What follows belongs to an exercise in optimizing a design on an open flow for small area and a short achievable clock period; a production flow would make more cautious choices.
Only simulation tests tie the RTL to the original design; equivalence was not proved.
Power and IR drop assume default switching activity.

<file path="design/flow/design.v">
module reduce_prime2r(
    input               clk,rst_n,
    input [69:0]        c,
    output reg [24:0]   res
    );
  wire n1;
  wire n2;
  wire n3;
  wire n4;
  wire n5;
  wire n6;
  wire n7;
  wire n8;
  wire n9;
  wire n10;
  wire n11;
  wire n12;
  wire n13;
  wire n14;
  wire n15;
  wire n16;
  wire n17;
  wire n18;
  wire n19;
  wire n20;
  wire n21;
  wire n22;
  wire n23;
  wire n24;
  wire n25;
  wire n26;
  wire n27;
  wire n28;
  wire n29;
  wire n30;
  wire n31;
  wire n32;
  wire n33;
  wire n34;
  wire n35;
  wire n36;
  wire n37;
  wire n38;
  wire n39;
  wire n40;
  wire n41;
  wire n42;
  wire n43;
  wire n44;
  wire n45;
  wire n46;
  wire n47;
  wire n48;
  wire n49;
  wire n50;
  wire n51;
  wire n52;
  wire n53;
  wire n54;
  wire n55;
  wire n56;
  wire n57;
  wire n58;
  wire n59;
  wire n60;
  wire n61;
  wire n62;
  wire n63;
  wire n64;
  wire n65;
  wire n66;
  wire n67;
  wire n68;
  wire n69;
  wire n70;
  wire n71;
  wire n72;
  wire n73;
  wire n74;
  wire n75;
  wire n76;
  wire n77;
  wire n78;
  wire n79;
  wire n80;
  wire n81;
  wire n82;
  wire n83;
  wire n84;
  wire n85;
  wire n86;
  wire n87;
  wire n88;
  wire n89;
  wire n90;
  wire n91;
  wire n92;
  wire n93;
  wire n94;
  wire n95;
  wire n96;
  wire n97;
  wire n98;
  wire n99;
  wire n100;
  wire n101;
  wire n102;
  wire n103;
  wire n104;
  wire n105;
  wire n106;
  wire n107;
  wire n108;
  wire n109;
  wire n110;
  wire n111;
  wire n112;
  wire n113;
  wire n114;
  wire n115;
  wire n116;
  wire n117;
  wire n118;
  wire n119;
  wire n120;
  wire n121;
  wire n122;
  wire n123;
  wire n124;
  wire n125;
  wire n126;
  wire n127;
  wire n128;
  wire n129;
  wire n130;
  wire n131;
  wire n132;
  wire n133;
  wire n134;
  wire n135;
  wire n136;
  wire n137;
  wire n138;
  wire n139;
  wire n140;
  wire n141;
  wire n142;
  wire n143;
  wire n144;
  wire n145;
  wire n146;
  wire n147;
  wire n148;
  wire n149;
  wire n150;
  wire n151;
  wire n152;
  wire n153;
  wire n154;
  wire n155;
  wire n156;
  wire n157;
  wire n158;
  wire n159;
  wire n160;
  wire n161;
  wire n162;
  wire n163;
  wire n164;
  wire n165;
  wire n166;
  wire n167;
  wire n168;
  wire n169;
  wire n170;
  wire n171;
  wire n172;
  wire n173;
  wire n174;
  wire n175;
  wire n176;
  wire n177;
  wire n178;
  wire n179;
  wire n180;
  wire n181;
  wire n182;
  wire n183;
  wire n184;
  wire n185;
  wire n186;
  wire n187;
  wire n188;
  wire n189;
  wire n190;
  wire n191;
  wire n192;
  wire n193;
  wire n194;
  wire n195;
  wire n196;
  wire n197;
  wire n198;
  wire n199;
  wire n200;
  wire n201;
  wire n202;
  wire n203;
  wire n204;
  wire n205;
  wire n206;
  wire n207;
  wire n208;
  wire n209;
  wire n210;
  wire n211;
  wire n212;
  wire n213;
  wire n214;
  wire n215;
  wire n216;
  wire n217;
  wire n218;
  wire n219;
  wire n220;
  wire n221;
  wire n222;
  wire n223;
  wire n224;
  wire n225;
  wire n226;
  wire n227;
  wire n228;
  wire n229;
  wire n230;
  wire n231;
  wire n232;
  wire n233;
  wire n234;
  wire n235;
  wire n236;
  wire n237;
  wire n238;
  wire n239;
  wire n240;
  wire n241;
  wire n242;
  wire n243;
  wire n244;
  wire n245;
  wire n246;
  wire n247;
  wire n248;
  wire n249;
  wire n250;
  wire n251;
  wire n252;
  wire n253;
  wire n254;
  wire n255;
  wire n256;
  wire n257;
  wire n258;
  wire n259;
  wire n260;
  wire n261;
  wire n262;
  wire n263;
  wire n264;
  wire n265;
  wire n266;
  wire n267;
  wire n268;
  wire n269;
  wire n270;
  wire n271;
  wire n272;
  wire n273;
  wire n274;
  wire n275;
  wire n276;
  wire n277;
  wire n278;
  wire n279;
  wire n280;
  wire n281;
  wire n282;
  wire n283;
  wire n284;
  wire n285;
  wire n286;
  wire n287;
  wire n288;
  wire n289;
  wire n290;
  wire n291;
  wire n292;
  wire n293;
  wire n294;
  wire n295;
  wire n296;
  assign n1 = c[6] ^ c[24] ^ ~c[30];
  assign n2 = (c[6] & c[24]) | (~c[30] & (c[6] ^ c[24]));
  assign n3 = c[7] ^ c[25] ^ ~c[31];
  assign n4 = (c[7] & c[25]) | (~c[31] & (c[7] ^ c[25]));
  assign n5 = c[8] ^ c[26] ^ ~c[32];
  assign n6 = (c[8] & c[26]) | (~c[32] & (c[8] ^ c[26]));
  assign n7 = c[9] ^ c[27] ^ ~c[33];
  assign n8 = (c[9] & c[27]) | (~c[33] & (c[9] ^ c[27]));
  assign n9 = c[10] ^ c[28] ^ ~c[34];
  assign n10 = (c[10] & c[28]) | (~c[34] & (c[10] ^ c[28]));
  assign n11 = c[11] ^ c[29] ^ ~c[35];
  assign n12 = (c[11] & c[29]) | (~c[35] & (c[11] ^ c[29]));
  assign n13 = c[12] ^ c[30] ^ ~c[36];
  assign n14 = (c[12] & c[30]) | (~c[36] & (c[12] ^ c[30]));
  assign n15 = c[13] ^ c[31] ^ ~c[37];
  assign n16 = (c[13] & c[31]) | (~c[37] & (c[13] ^ c[31]));
  assign n17 = c[14] ^ c[32] ^ ~c[38];
  assign n18 = (c[14] & c[32]) | (~c[38] & (c[14] ^ c[32]));
  assign n19 = c[15] ^ c[33] ^ ~c[39];
  assign n20 = (c[15] & c[33]) | (~c[39] & (c[15] ^ c[33]));
  assign n21 = c[16] ^ c[34] ^ ~c[40];
  assign n22 = (c[16] & c[34]) | (~c[40] & (c[16] ^ c[34]));
  assign n23 = c[17] ^ c[35] ^ ~c[41];
  assign n24 = (c[17] & c[35]) | (~c[41] & (c[17] ^ c[35]));
  assign n25 = c[18] ^ c[36] ^ ~c[42];
  assign n26 = (c[18] & c[36]) | (~c[42] & (c[18] ^ c[36]));
  assign n27 = c[19] ^ c[37] ^ ~c[43];
  assign n28 = (c[19] & c[37]) | (~c[43] & (c[19] ^ c[37]));
  assign n29 = c[20] ^ c[38] ^ ~c[44];
  assign n30 = (c[20] & c[38]) | (~c[44] & (c[20] ^ c[38]));
  assign n31 = c[21] ^ c[39] ^ ~c[45];
  assign n32 = (c[21] & c[39]) | (~c[45] & (c[21] ^ c[39]));
  assign n33 = c[22] ^ c[40] ^ ~c[46];
  assign n34 = (c[22] & c[40]) | (~c[46] & (c[22] ^ c[40]));
  assign n35 = c[23] ^ c[41] ^ ~c[47];
  assign n36 = (c[23] & c[41]) | (~c[47] & (c[23] ^ c[41]));
  assign n37 = c[0] ^ c[48] ^ ~c[24];
  assign n38 = (c[0] & c[48]) | (~c[24] & (c[0] ^ c[48]));
  assign n39 = ~c[42] ^ n37;
  assign n40 = ~c[42] & n37;
  assign n41 = c[1] ^ c[49] ^ ~c[25];
  assign n42 = (c[1] & c[49]) | (~c[25] & (c[1] ^ c[49]));
  assign n43 = ~c[43] ^ n38 ^ n41;
  assign n44 = (~c[43] & n38) | (n41 & (~c[43] ^ n38));
  assign n45 = c[2] ^ c[50] ^ ~c[26];
  assign n46 = (c[2] & c[50]) | (~c[26] & (c[2] ^ c[50]));
  assign n47 = ~c[44] ^ n42 ^ n45;
  assign n48 = (~c[44] & n42) | (n45 & (~c[44] ^ n42));
  assign n49 = c[3] ^ c[51] ^ ~c[27];
  assign n50 = (c[3] & c[51]) | (~c[27] & (c[3] ^ c[51]));
  assign n51 = ~c[45] ^ n46 ^ n49;
  assign n52 = (~c[45] & n46) | (n49 & (~c[45] ^ n46));
  assign n53 = c[4] ^ c[52] ^ ~c[28];
  assign n54 = (c[4] & c[52]) | (~c[28] & (c[4] ^ c[52]));
  assign n55 = ~c[46] ^ n50 ^ n53;
  assign n56 = (~c[46] & n50) | (n53 & (~c[46] ^ n50));
  assign n57 = c[53] ^ c[5] ^ ~c[29];
  assign n58 = (c[53] & c[5]) | (~c[29] & (c[53] ^ c[5]));
  assign n59 = ~c[47] ^ n54 ^ n57;
  assign n60 = (~c[47] & n54) | (n57 & (~c[47] ^ n54));
  assign n61 = 1'b1 ^ c[42] ^ c[54];
  assign n62 = (1'b1 & c[42]) | (c[54] & (1'b1 ^ c[42]));
  assign n63 = n1 ^ n36 ^ n58;
  assign n64 = (n1 & n36) | (n58 & (n1 ^ n36));
  assign n65 = n61 ^ n60 ^ n63;
  assign n66 = (n61 & n60) | (n63 & (n61 ^ n60));
  assign n67 = c[43] ^ c[55] ^ ~c[48];
  assign n68 = (c[43] & c[55]) | (~c[48] & (c[43] ^ c[55]));
  assign n69 = n2 ^ n3 ^ n62;
  assign n70 = (n2 & n3) | (n62 & (n2 ^ n3));
  assign n71 = n67 ^ n64 ^ n69;
  assign n72 = (n67 & n64) | (n69 & (n67 ^ n64));
  assign n73 = c[44] ^ c[56] ^ ~c[49];
  assign n74 = (c[44] & c[56]) | (~c[49] & (c[44] ^ c[56]));
  assign n75 = n4 ^ n5 ^ n68;
  assign n76 = (n4 & n5) | (n68 & (n4 ^ n5));
  assign n77 = n73 ^ n70 ^ n75;
  assign n78 = (n73 & n70) | (n75 & (n73 ^ n70));
  assign n79 = c[45] ^ c[57] ^ ~c[50];
  assign n80 = (c[45] & c[57]) | (~c[50] & (c[45] ^ c[57]));
  assign n81 = n6 ^ n7 ^ n74;
  assign n82 = (n6 & n7) | (n74 & (n6 ^ n7));
  assign n83 = n79 ^ n76 ^ n81;
  assign n84 = (n79 & n76) | (n81 & (n79 ^ n76));
  assign n85 = c[46] ^ c[58] ^ ~c[51];
  assign n86 = (c[46] & c[58]) | (~c[51] & (c[46] ^ c[58]));
  assign n87 = n8 ^ n80 ^ n85;
  assign n88 = (n8 & n80) | (n85 & (n8 ^ n80));
  assign n89 = n9 ^ n82 ^ n87;
  assign n90 = (n9 & n82) | (n87 & (n9 ^ n82));
  assign n91 = c[47] ^ c[59] ^ ~c[52];
  assign n92 = (c[47] & c[59]) | (~c[52] & (c[47] ^ c[59]));
  assign n93 = n10 ^ n11 ^ n86;
  assign n94 = (n10 & n11) | (n86 & (n10 ^ n11));
  assign n95 = n91 ^ n88 ^ n93;
  assign n96 = (n91 & n88) | (n93 & (n91 ^ n88));
  assign n97 = c[48] ^ c[60] ^ ~c[53];
  assign n98 = (c[48] & c[60]) | (~c[53] & (c[48] ^ c[60]));
  assign n99 = n12 ^ n13 ^ n92;
  assign n100 = (n12 & n13) | (n92 & (n12 ^ n13));
  assign n101 = n97 ^ n94 ^ n99;
  assign n102 = (n97 & n94) | (n99 & (n97 ^ n94));
  assign n103 = c[49] ^ c[61] ^ ~c[54];
  assign n104 = (c[49] & c[61]) | (~c[54] & (c[49] ^ c[61]));
  assign n105 = n103 ^ n14 ^ n15;
  assign n106 = (n103 & n14) | (n15 & (n103 ^ n14));
  assign n107 = n98 ^ n100 ^ n105;
  assign n108 = (n98 & n100) | (n105 & (n98 ^ n100));
  assign n109 = c[50] ^ c[62] ^ ~c[55];
  assign n110 = (c[50] & c[62]) | (~c[55] & (c[50] ^ c[62]));
  assign n111 = n104 ^ n109 ^ n16;
  assign n112 = (n104 & n109) | (n16 & (n104 ^ n109));
  assign n113 = n17 ^ n106 ^ n111;
  assign n114 = (n17 & n106) | (n111 & (n17 ^ n106));
  assign n115 = c[51] ^ c[63] ^ ~c[56];
  assign n116 = (c[51] & c[63]) | (~c[56] & (c[51] ^ c[63]));
  assign n117 = n110 ^ n115 ^ n18;
  assign n118 = (n110 & n115) | (n18 & (n110 ^ n115));
  assign n119 = n19 ^ n112 ^ n117;
  assign n120 = (n19 & n112) | (n117 & (n19 ^ n112));
  assign n121 = c[52] ^ c[64] ^ ~c[57];
  assign n122 = (c[52] & c[64]) | (~c[57] & (c[52] ^ c[64]));
  assign n123 = n116 ^ n121 ^ n20;
  assign n124 = (n116 & n121) | (n20 & (n116 ^ n121));
  assign n125 = n21 ^ n118 ^ n123;
  assign n126 = (n21 & n118) | (n123 & (n21 ^ n118));
  assign n127 = c[53] ^ c[65] ^ ~c[58];
  assign n128 = (c[53] & c[65]) | (~c[58] & (c[53] ^ c[65]));
  assign n129 = n122 ^ n127 ^ n22;
  assign n130 = (n122 & n127) | (n22 & (n122 ^ n127));
  assign n131 = n23 ^ n124 ^ n129;
  assign n132 = (n23 & n124) | (n129 & (n23 ^ n124));
  assign n133 = c[54] ^ c[66] ^ ~c[59];
  assign n134 = (c[54] & c[66]) | (~c[59] & (c[54] ^ c[66]));
  assign n135 = n128 ^ n133 ^ n24;
  assign n136 = (n128 & n133) | (n24 & (n128 ^ n133));
  assign n137 = n25 ^ n130 ^ n135;
  assign n138 = (n25 & n130) | (n135 & (n25 ^ n130));
  assign n139 = c[55] ^ c[67] ^ ~c[60];
  assign n140 = (c[55] & c[67]) | (~c[60] & (c[55] ^ c[67]));
  assign n141 = n134 ^ n139 ^ n26;
  assign n142 = (n134 & n139) | (n26 & (n134 ^ n139));
  assign n143 = n27 ^ n136 ^ n141;
  assign n144 = (n27 & n136) | (n141 & (n27 ^ n136));
  assign n145 = c[56] ^ c[68] ^ ~c[61];
  assign n146 = (c[56] & c[68]) | (~c[61] & (c[56] ^ c[68]));
  assign n147 = n140 ^ n145 ^ n28;
  assign n148 = (n140 & n145) | (n28 & (n140 ^ n145));
  assign n149 = n29 ^ n142 ^ n147;
  assign n150 = (n29 & n142) | (n147 & (n29 ^ n142));
  assign n151 = c[57] ^ c[69] ^ ~c[62];
  assign n152 = (c[57] & c[69]) | (~c[62] & (c[57] ^ c[69]));
  assign n153 = n146 ^ n151 ^ n30;
  assign n154 = (n146 & n151) | (n30 & (n146 ^ n151));
  assign n155 = n31 ^ n148 ^ n153;
  assign n156 = (n31 & n148) | (n153 & (n31 ^ n148));
  assign n157 = c[58] ^ ~c[63] ^ n152;
  assign n158 = (c[58] & ~c[63]) | (n152 & (c[58] ^ ~c[63]));
  assign n159 = n32 ^ n33 ^ n154;
  assign n160 = (n32 & n33) | (n154 & (n32 ^ n33));
  assign n161 = n157 ^ n156;
  assign n162 = n157 & n156;
  assign n163 = c[59] ^ ~c[64] ^ n34;
  assign n164 = (c[59] & ~c[64]) | (n34 & (c[59] ^ ~c[64]));
  assign n165 = n35 ^ n158 ^ n163;
  assign n166 = (n35 & n158) | (n163 & (n35 ^ n158));
  assign n167 = n160 ^ n165;
  assign n168 = n160 & n165;
  assign n169 = c[60] ^ ~c[65] ^ n164;
  assign n170 = n166 ^ n169;
  assign n171 = c[0] | ~c[24];
  assign n172 = c[1] & ~c[25];
  assign n173 = c[1] ^ ~c[25];
  assign n174 = c[2] & ~c[26];
  assign n175 = c[2] ^ ~c[26];
  assign n176 = c[3] & ~c[27];
  assign n177 = c[3] ^ ~c[27];
  assign n178 = c[4] & ~c[28];
  assign n179 = c[4] ^ ~c[28];
  assign n180 = c[5] & ~c[29];
  assign n181 = c[5] ^ ~c[29];
  assign n182 = n3 & n2;
  assign n183 = n3 ^ n2;
  assign n184 = n5 & n4;
  assign n185 = n5 ^ n4;
  assign n186 = n7 & n6;
  assign n187 = n7 ^ n6;
  assign n188 = n9 & n8;
  assign n189 = n9 ^ n8;
  assign n190 = n11 & n10;
  assign n191 = n11 ^ n10;
  assign n192 = n13 & n12;
  assign n193 = n13 ^ n12;
  assign n194 = n15 & n14;
  assign n195 = n15 ^ n14;
  assign n196 = n17 & n16;
  assign n197 = n17 ^ n16;
  assign n198 = n19 & n18;
  assign n199 = n19 ^ n18;
  assign n200 = n21 & n20;
  assign n201 = n21 ^ n20;
  assign n202 = n23 & n22;
  assign n203 = n23 ^ n22;
  assign n204 = n25 & n24;
  assign n205 = n25 ^ n24;
  assign n206 = n27 & n26;
  assign n207 = n27 ^ n26;
  assign n208 = n29 & n28;
  assign n209 = n29 ^ n28;
  assign n210 = n31 & n30;
  assign n211 = n31 ^ n30;
  assign n212 = n33 & n32;
  assign n213 = n33 ^ n32;
  assign n214 = n35 & n34;
  assign n215 = n35 ^ n34;
  assign n216 = n172 | (n173 & n171);
  assign n217 = n176 | (n177 & n174);
  assign n218 = n177 & n175;
  assign n219 = n180 | (n181 & n178);
  assign n220 = n181 & n179;
  assign n221 = n182 | (n183 & 1'b0);
  assign n222 = n183 & n1;
  assign n223 = n186 | (n187 & n184);
  assign n224 = n187 & n185;
  assign n225 = n190 | (n191 & n188);
  assign n226 = n191 & n189;
  assign n227 = n194 | (n195 & n192);
  assign n228 = n195 & n193;
  assign n229 = n198 | (n199 & n196);
  assign n230 = n199 & n197;
  assign n231 = n202 | (n203 & n200);
  assign n232 = n203 & n201;
  assign n233 = n206 | (n207 & n204);
  assign n234 = n207 & n205;
  assign n235 = n210 | (n211 & n208);
  assign n236 = n211 & n209;
  assign n237 = n214 | (n215 & n212);
  assign n238 = n215 & n213;
  assign n239 = n174 | (n175 & n216);
  assign n240 = n217 | (n218 & n216);
  assign n241 = 1'b0 | (n1 & n219);
  assign n242 = n1 & n220;
  assign n243 = n221 | (n222 & n219);
  assign n244 = n222 & n220;
  assign n245 = n188 | (n189 & n223);
  assign n246 = n189 & n224;
  assign n247 = n225 | (n226 & n223);
  assign n248 = n226 & n224;
  assign n249 = n196 | (n197 & n227);
  assign n250 = n197 & n228;
  assign n251 = n229 | (n230 & n227);
  assign n252 = n230 & n228;
  assign n253 = n204 | (n205 & n231);
  assign n254 = n205 & n232;
  assign n255 = n233 | (n234 & n231);
  assign n256 = n234 & n232;
  assign n257 = n212 | (n213 & n235);
  assign n258 = n213 & n236;
  assign n259 = n237 | (n238 & n235);
  assign n260 = n238 & n236;
  assign n261 = n178 | (n179 & n240);
  assign n262 = n219 | (n220 & n240);
  assign n263 = n241 | (n242 & n240);
  assign n264 = n243 | (n244 & n240);
  assign n265 = n192 | (n193 & n247);
  assign n266 = n193 & n248;
  assign n267 = n227 | (n228 & n247);
  assign n268 = n228 & n248;
  assign n269 = n249 | (n250 & n247);
  assign n270 = n250 & n248;
  assign n271 = n251 | (n252 & n247);
  assign n272 = n252 & n248;
  assign n273 = n208 | (n209 & n255);
  assign n274 = n209 & n256;
  assign n275 = n235 | (n236 & n255);
  assign n276 = n236 & n256;
  assign n277 = n257 | (n258 & n255);
  assign n278 = n258 & n256;
  assign n279 = n259 | (n260 & n255);
  assign n280 = n260 & n256;
  assign n281 = n184 | (n185 & n264);
  assign n282 = n223 | (n224 & n264);
  assign n283 = n245 | (n246 & n264);
  assign n284 = n247 | (n248 & n264);
  assign n285 = n265 | (n266 & n264);
  assign n286 = n267 | (n268 & n264);
  assign n287 = n269 | (n270 & n264);
  assign n288 = n271 | (n272 & n264);
  assign n289 = n200 | (n201 & n288);
  assign n290 = n231 | (n232 & n288);
  assign n291 = n253 | (n254 & n288);
  assign n292 = n255 | (n256 & n288);
  assign n293 = n273 | (n274 & n288);
  assign n294 = n275 | (n276 & n288);
  assign n295 = n277 | (n278 & n288);
  assign n296 = n279 | (n280 & n288);
  wire [24:0] wa = {n168, n162, n159, n150, n144, n138, n132, n126, n120, n114, n108, n102, n96, n90, n84, n78, n72, n66, n65, n56, n52, n48, n44, n40, ~n36};
  wire [24:0] wb = {n170, n167, n161, n155, n149, n143, n137, n131, n125, n119, n113, n107, n101, n95, n89, n83, n77, n71, 1'b0, n59, n55, n51, n47, n43, n39};
  wire wd = n296;
  reg [24:0] ra, rb;
  reg rd;
  always @(posedge clk) begin
    ra <= wa; rb <= wb; rd <= wd;
  end
  wire m1;
  wire m2;
  wire m3;
  wire m4;
  wire m5;
  wire m6;
  wire m7;
  wire m8;
  wire m9;
  wire m10;
  wire m11;
  wire m12;
  wire m13;
  wire m14;
  wire m15;
  wire m16;
  wire m17;
  wire m18;
  wire m19;
  wire m20;
  wire m21;
  wire m22;
  wire m23;
  wire m24;
  wire m25;
  wire m26;
  wire m27;
  wire m28;
  wire m29;
  wire m30;
  wire m31;
  wire m32;
  wire m33;
  wire m34;
  wire m35;
  wire m36;
  wire m37;
  wire m38;
  wire m39;
  wire m40;
  wire m41;
  wire m42;
  wire m43;
  wire m44;
  wire m45;
  wire m46;
  wire m47;
  wire m48;
  wire m49;
  wire m50;
  wire m51;
  wire m52;
  wire m53;
  wire m54;
  wire m55;
  wire m56;
  wire m57;
  wire m58;
  wire m59;
  wire m60;
  wire m61;
  wire m62;
  wire m63;
  wire m64;
  wire m65;
  wire m66;
  wire m67;
  wire m68;
  wire m69;
  wire m70;
  wire m71;
  wire m72;
  wire m73;
  wire m74;
  wire m75;
  wire m76;
  wire m77;
  wire m78;
  wire m79;
  wire m80;
  wire m81;
  wire m82;
  wire m83;
  wire m84;
  wire m85;
  wire m86;
  wire m87;
  wire m88;
  wire m89;
  wire m90;
  wire m91;
  wire m92;
  wire m93;
  wire m94;
  wire m95;
  wire m96;
  wire m97;
  wire m98;
  wire m99;
  wire m100;
  wire m101;
  wire m102;
  wire m103;
  wire m104;
  wire m105;
  wire m106;
  wire m107;
  wire m108;
  wire m109;
  wire m110;
  wire m111;
  wire m112;
  wire m113;
  wire m114;
  wire m115;
  wire m116;
  wire m117;
  wire m118;
  wire m119;
  wire m120;
  wire m121;
  wire m122;
  wire m123;
  wire m124;
  wire m125;
  wire m126;
  wire m127;
  wire m128;
  wire m129;
  wire m130;
  wire m131;
  wire m132;
  wire m133;
  wire m134;
  wire m135;
  wire m136;
  wire m137;
  wire m138;
  wire m139;
  wire m140;
  wire m141;
  wire m142;
  wire m143;
  wire m144;
  wire m145;
  wire m146;
  wire m147;
  wire m148;
  wire m149;
  wire m150;
  wire m151;
  wire m152;
  wire m153;
  wire m154;
  wire m155;
  assign m1 = ra[0] ^ rb[0];
  assign m2 = ra[0] & rb[0];
  assign m3 = (ra[0] & rb[0]) | (~rd & (ra[0] ^ rb[0]));
  assign m4 = ra[1] ^ rb[1];
  assign m5 = ra[1] & rb[1];
  assign m6 = ra[2] ^ rb[2];
  assign m7 = ra[2] & rb[2];
  assign m8 = ra[3] ^ rb[3];
  assign m9 = ra[3] & rb[3];
  assign m10 = ra[4] ^ rb[4];
  assign m11 = ra[4] & rb[4];
  assign m12 = ra[5] ^ rb[5];
  assign m13 = ra[5] & rb[5];
  assign m14 = ra[6] ^ rd;
  assign m15 = ra[6] & rd;
  assign m16 = ra[7] ^ rb[7];
  assign m17 = ra[7] & rb[7];
  assign m18 = ra[8] ^ rb[8];
  assign m19 = ra[8] & rb[8];
  assign m20 = ra[9] ^ rb[9];
  assign m21 = ra[9] & rb[9];
  assign m22 = ra[10] ^ rb[10];
  assign m23 = ra[10] & rb[10];
  assign m24 = ra[11] ^ rb[11];
  assign m25 = ra[11] & rb[11];
  assign m26 = ra[12] ^ rb[12];
  assign m27 = ra[12] & rb[12];
  assign m28 = ra[13] ^ rb[13];
  assign m29 = ra[13] & rb[13];
  assign m30 = ra[14] ^ rb[14];
  assign m31 = ra[14] & rb[14];
  assign m32 = ra[15] ^ rb[15];
  assign m33 = ra[15] & rb[15];
  assign m34 = ra[16] ^ rb[16];
  assign m35 = ra[16] & rb[16];
  assign m36 = ra[17] ^ rb[17];
  assign m37 = ra[17] & rb[17];
  assign m38 = ra[18] ^ rb[18];
  assign m39 = ra[18] & rb[18];
  assign m40 = ra[19] ^ rb[19];
  assign m41 = ra[19] & rb[19];
  assign m42 = ra[20] ^ rb[20];
  assign m43 = ra[20] & rb[20];
  assign m44 = ra[21] ^ rb[21];
  assign m45 = ra[21] & rb[21];
  assign m46 = ra[22] ^ rb[22];
  assign m47 = ra[22] & rb[22];
  assign m48 = ra[23] ^ rb[23];
  assign m49 = ra[23] & rb[23];
  assign m50 = m5 | (m4 & m3);
  assign m51 = m9 | (m8 & m7);
  assign m52 = m8 & m6;
  assign m53 = m13 | (m12 & m11);
  assign m54 = m12 & m10;
  assign m55 = m17 | (m16 & m15);
  assign m56 = m16 & m14;
  assign m57 = m21 | (m20 & m19);
  assign m58 = m20 & m18;
  assign m59 = m25 | (m24 & m23);
  assign m60 = m24 & m22;
  assign m61 = m29 | (m28 & m27);
  assign m62 = m28 & m26;
  assign m63 = m33 | (m32 & m31);
  assign m64 = m32 & m30;
  assign m65 = m37 | (m36 & m35);
  assign m66 = m36 & m34;
  assign m67 = m41 | (m40 & m39);
  assign m68 = m40 & m38;
  assign m69 = m45 | (m44 & m43);
  assign m70 = m44 & m42;
  assign m71 = m49 | (m48 & m47);
  assign m72 = m48 & m46;
  assign m73 = m7 | (m6 & m50);
  assign m74 = m51 | (m52 & m50);
  assign m75 = m15 | (m14 & m53);
  assign m76 = m14 & m54;
  assign m77 = m55 | (m56 & m53);
  assign m78 = m56 & m54;
  assign m79 = m23 | (m22 & m57);
  assign m80 = m22 & m58;
  assign m81 = m59 | (m60 & m57);
  assign m82 = m60 & m58;
  assign m83 = m31 | (m30 & m61);
  assign m84 = m30 & m62;
  assign m85 = m63 | (m64 & m61);
  assign m86 = m64 & m62;
  assign m87 = m39 | (m38 & m65);
  assign m88 = m38 & m66;
  assign m89 = m67 | (m68 & m65);
  assign m90 = m68 & m66;
  assign m91 = m47 | (m46 & m69);
  assign m92 = m46 & m70;
  assign m93 = m71 | (m72 & m69);
  assign m94 = m72 & m70;
  assign m95 = m11 | (m10 & m74);
  assign m96 = m53 | (m54 & m74);
  assign m97 = m75 | (m76 & m74);
  assign m98 = m77 | (m78 & m74);
  assign m99 = m27 | (m26 & m81);
  assign m100 = m26 & m82;
  assign m101 = m61 | (m62 & m81);
  assign m102 = m62 & m82;
  assign m103 = m83 | (m84 & m81);
  assign m104 = m84 & m82;
  assign m105 = m85 | (m86 & m81);
  assign m106 = m86 & m82;
  assign m107 = m43 | (m42 & m89);
  assign m108 = m42 & m90;
  assign m109 = m69 | (m70 & m89);
  assign m110 = m70 & m90;
  assign m111 = m91 | (m92 & m89);
  assign m112 = m92 & m90;
  assign m113 = m93 | (m94 & m89);
  assign m114 = m94 & m90;
  assign m115 = m19 | (m18 & m98);
  assign m116 = m57 | (m58 & m98);
  assign m117 = m79 | (m80 & m98);
  assign m118 = m81 | (m82 & m98);
  assign m119 = m99 | (m100 & m98);
  assign m120 = m101 | (m102 & m98);
  assign m121 = m103 | (m104 & m98);
  assign m122 = m105 | (m106 & m98);
  assign m123 = m35 | (m34 & m122);
  assign m124 = m65 | (m66 & m122);
  assign m125 = m87 | (m88 & m122);
  assign m126 = m89 | (m90 & m122);
  assign m127 = m107 | (m108 & m122);
  assign m128 = m109 | (m110 & m122);
  assign m129 = m111 | (m112 & m122);
  assign m130 = m113 | (m114 & m122);
  assign m131 = m1 ^ ~rd;
  assign m132 = m4 ^ m3;
  assign m133 = m6 ^ m50;
  assign m134 = m8 ^ m73;
  assign m135 = m10 ^ m74;
  assign m136 = m12 ^ m95;
  assign m137 = m14 ^ m96;
  assign m138 = m16 ^ m97;
  assign m139 = m18 ^ m98;
  assign m140 = m20 ^ m115;
  assign m141 = m22 ^ m116;
  assign m142 = m24 ^ m117;
  assign m143 = m26 ^ m118;
  assign m144 = m28 ^ m119;
  assign m145 = m30 ^ m120;
  assign m146 = m32 ^ m121;
  assign m147 = m34 ^ m122;
  assign m148 = m36 ^ m123;
  assign m149 = m38 ^ m124;
  assign m150 = m40 ^ m125;
  assign m151 = m42 ^ m126;
  assign m152 = m44 ^ m127;
  assign m153 = m46 ^ m128;
  assign m154 = m48 ^ m129;
  assign m155 = ra[24] ^ rb[24] ^ rd ^ 1'b1 ^ m130;
  wire [24:0] sum = {m155, m154, m153, m152, m151, m150, m149, m148, m147, m146, m145, m144, m143, m142, m141, m140, m139, m138, m137, m136, m135, m134, m133, m132, m131};
  always @(posedge clk or negedge rst_n)
    if (!rst_n) res <= 25'd0;
    else res <= sum;
endmodule
</file>
<file path="design/flow/run.sh">
#!/bin/bash
# synth_recipe.tcl (not shown) runs the flow's synth.tcl, then flattens the netlist and writes it again
# the make line also repeats each setting of config.mk as NAME=value (left out here)
make -C /OpenROAD-flow-scripts/flow DESIGN_CONFIG=/design/flow/config.mk WORK_HOME=/design/flow/orfs CLKGATE_MAP_FILE= SYNTH_SCRIPT=/design/flow/synth_recipe.tcl finish
</file>
<file path="design/flow/config.mk">
export PLATFORM = sky130hd
export DESIGN_NAME = reduce_prime2r
export DESIGN_NICKNAME = reduce_prime2r
export VERILOG_FILES = /design/flow/design.v
export SDC_FILE = /design/flow/constraint.sdc
export NUM_CORES = 4
export LEC_CHECK = 0
export CAP_MARGIN = 20
export CORE_MARGIN = 2
export CORE_UTILIZATION = 40
export SLEW_MARGIN = 20
</file>
<file path="design/flow/constraint.sdc">
create_clock -name core_clock -period 5.3 [get_ports {clk}]
set_input_delay 1.0600 -clock core_clock [delete_from_list [all_inputs] [get_ports {clk}]]
set_output_delay 1.0600 -clock core_clock [all_outputs]
set_load 0.01 [all_outputs]
</file>
==> impl_metrics.tcl <==
set metrics [dict create \
    cts-root-buf "clkbuf_16" \
    syn_inst 462 \
    hpwl_mm 10.4 \
    p_leak_nw 3.31 \
    power.density_nw_per_um2 452 \
    path_max_fanout 3 \
    post_synth.cell_area_avg_um2 11.3 \
    pwr-share-seq 0.300 \
    initial_core_util 0.412 \
    syn-num-nets 668 \
    hold_end "res[0]$_DFF_PN0_" \
    clock-sinks 75 \
    rsz0062_at_grt "no" \
    regToRegSetupSlack_ns 2.27 \
    final_layout_size_suffix_gt1_frac 0.0383 \
    dr.first_iter.drc_count 121 \
    slew_headroom 0.644 \
    hold_path_startpoint "rb[0]$_DFF_P_" \
    cp_slowest_stage_delay_ns 0.60 \
    worst_ep_required_time_ns 5.51 \
    finalCritPeriodShare 0.624 \
    critPathArrivalTime_ns 3.52 \
    critPathTopFamily "adder cells" \
    postCtsHoldBufs 0 \
    io_pins 97 \
    hold_path.class "flip-flop to flip-flop" \
    met1_length_mm 5.46 \
    finalSetupTns_ns 0 \
    antenna_found_initial 0 \
    fin_crit_ns 3.31 \
    crit_path_top_delay_cell "clkdlybuf4s50_1" \
    clk_pin_slew_worst_paths_ns 0.06 \
    yosys_register_bits 75 \
    synth_ff_type "dfxtp_1" \
    tritoncts "done" \
    vias 3271 \
    port_buffers 96 \
    cts_buffer_depth 2 \
    clk-insertion-delay-late_ns 0.33 \
    final-setup-viol-count 0 \
    grt_pass1_vias 3703 \
    firstDrtPassIters 4 \
    grt_pass1_wl_mm 19.4 \
    wire_per_inst_um 15.6 \
    gp_congestion 0.918 \
    path_buf_inv 4 \
    wl_met3_um 510 \
    h-tree-depth 3 \
    ys_seq_area_frac 0.312 \
    r2r_end "res[17]$_DFF_PN0_" \
    swShare 0.353 \
    cap_violations 0 \
    tightest_slew_ns 0.534 \
    p_comb_frac 0.500 \
    dieWidth_um 118 \
    finalPower_w 0.00302 \
    core_um2 12700 \
    dieArea_um2 14000 \
    finalHoldViolCount 0 \
    synth.distinct_cells 33 \
    synth_warnings 1 \
    synth_area_um2 5220 \
    power.internal_w 0.00195 \
    cts_setup_buffers 0 \
    min_path_cells 1 \
    fin_ws_ns 1.99 \
    fmax_ghz 0.302 \
    fin_nets 775 \
    status "complete, no violations" \
    place_ws_ns 1.65 \
    drv_slew 0 \
    drc_errors 0 \
    fin_skew_ns 0.00751 \
    cts_buffers 9 \
    cts_resized 0 \
    wl_met2_mm 5.41 \
    overflow 0 \
    synthArstFlopShare 0.333 \
    grt_max_degree 26 \
    antenna_left 0 \
    critPathLaunchType "input pin" \
    drt_wl_total_mm 11.6 \
    critPathCaptureType "flip-flop" \
    highest_layer "met4" \
    die_height_um 118 \
    path_class "input pin to flip-flop" \
    ir_drop_v 0.000160 \
    num_antenna_cells 0 \
    r2r-start "rd$_DFF_P_" \
    total_switching_power_w 0.00107 \
    reg2reg_depth 13 \
    num_rows 41 \
    grt_use_total 0.182 \
    synth_edf_count 0 \
    power_frac_clock 0.200 \
    crit_chain "clkdlybuf4s50_1 > inv_1 > fa_1 > fa_1 > inv_1 > fa_1 > inv_1 > ha_1" \
    drt-vias-per-instance 4.38 \
    area_growth_pct 28.1 \
]
## how the worst max path moves through the flow
stage / startpoint / end / slack, ns / cells past startpoint
4_1_cts: c[46] / rb[23]$_DFF_P_ / 1.99 / 8
2_1_floorplan: c[22] / rb[23]$_DFF_P_ / 2.40 / 6
3_5_place_dp: c[46] / rb[23]$_DFF_P_ / 1.65 / 8
6_report: c[46] / rb[23]$_DFF_P_ / 1.99 / 8
5_1_grt: c[31] / rd$_DFF_P_ / 1.87 / 9
3_3_place_gp: c[46] / rb[23]$_DFF_P_ / 1.68 / 8
## metrics by stage
stage	area, µm²	instances	hold slack (ns)	util
final	6680	746	0.522	0.527
after global routing	6680	746	0.556	0.527
after CTS	6690	746	0.525	0.528
after detailed placement	6390	730	0.507	0.504
after global placement	6390	730	0.508	0.504
after floorplan	5220	462	0.496	-
## cells in the final DEF, fill, tap and decap left out, types with 2 or more instances in the layout
cell,synthesis,final
clkinv_2,0,2
clkdlybuf4s50_1,0,95
clkbuf_16,0,9
nand2b_1,6,6
nor2_1,8,8
a21oi_1,13,13
ha_1,48,48
xnor2_1,14,14
o21ai_0,9,9
o31ai_2,2,2
a21o_1,13,13
a31oi_1,2,2
clkbuf_1,0,2
dfrtp_1,25,25
nand2_1,8,8
o21a_1,2,2
nor3_1,3,3
dfxtp_1,50,50
fa_1,86,86
a221oi_1,2,2
nand4_1,3,3
xor2_1,7,7
inv_1,146,146
o211ai_1,2,2
## synthesized netlist by cell type, types with 2 or more instances
cell type | instances | share of area
nand2b_1 | 6 | 0.0072
fa_1 | 86 | 0.33
a21oi_1 | 13 | 0.012
ha_1 | 48 | 0.12
a221oi_1 | 2 | 0.0034
nor3_1 | 3 | 0.0029
o21a_1 | 2 | 0.0029
o21ai_0 | 9 | 0.0086
xnor2_1 | 14 | 0.024
dfxtp_1 | 50 | 0.19
nand4_1 | 3 | 0.0036
dfrtp_1 | 25 | 0.12
o211ai_1 | 2 | 0.0029
xor2_1 | 7 | 0.012
inv_1 | 146 | 0.11
a21o_1 | 13 | 0.019
nor2_1 | 8 | 0.0058
o31ai_2 | 2 | 0.0048
nand2_1 | 8 | 0.0058
a31oi_1 | 2 | 0.0024
## cells by family after synthesis
| logic type | share of synthesized area |
|---|---|
| compound gates | 0.0708 |
| xor+xnor | 0.0353 |
| fa+ha+maj | 0.445 |
| buf+inv | 0.105 |
| flops | 0.312 |
| simple gates | 0.0317 |
## sequential cells by signal, summed over array words and instances (netlist names)
name  cells
rd        1
rb       24
ra       25
res      25
## power by group through the flow
stage          sequential (W)  combinational (W)  clock (W)
3_3_place_gp         0.000916            0.00148          0
5_1_grt              0.000930            0.00172   0.000644
2_1_floorplan        0.000957           0.000919          0
3_5_place_dp         0.000920            0.00151          0
6_report             0.000905            0.00151   0.000604
4_1_cts              0.000909            0.00152   0.000616
## layer usage
metal | vias to the layer above | GRT usage
met5 | - | 0
met3 | 13 | 0.0357
met2 | 86 | 0.294
met4 | 0 | 0.0565
li1 | 1600 | -
met1 | 1572 | 0.247
## final cells by class
type,count,area [µm²]
fill,1137,5990
multi-input combinational,241,3040
sequential,75,1630
timing repair buffer,96,956
inverter,146,548
clock buffer,12,246
tap,172,215
clock inverter,4,48.8

[static timing again, ports no longer ideal]
The results above use ideal ports. As a check the final layout listed here was re-extracted and re-timed, cells and wires unchanged.
Step 1: set_driving_cell puts a clkbuf_16 on clk and a buf_2 on each other input, an assumption about the parent block.
Step 2 times the ports against the registers' clock, not the clock port: input delays grow and output delays shrink by t, the midpoint of the rising clock arrivals with the driver on.
Three values: ideal, step 1, step 2; two values: the first two.
t (ns): 0.363
setup slack, ns: 1.991 / 2.008 / 1.645
slew at the worst register clock pin (ns): 0.06 / 0.06
After both steps this run still meets setup and hold. For this run, drivers alone change the setup slack by +0.017 ns; drivers and shift together by -0.346 ns.
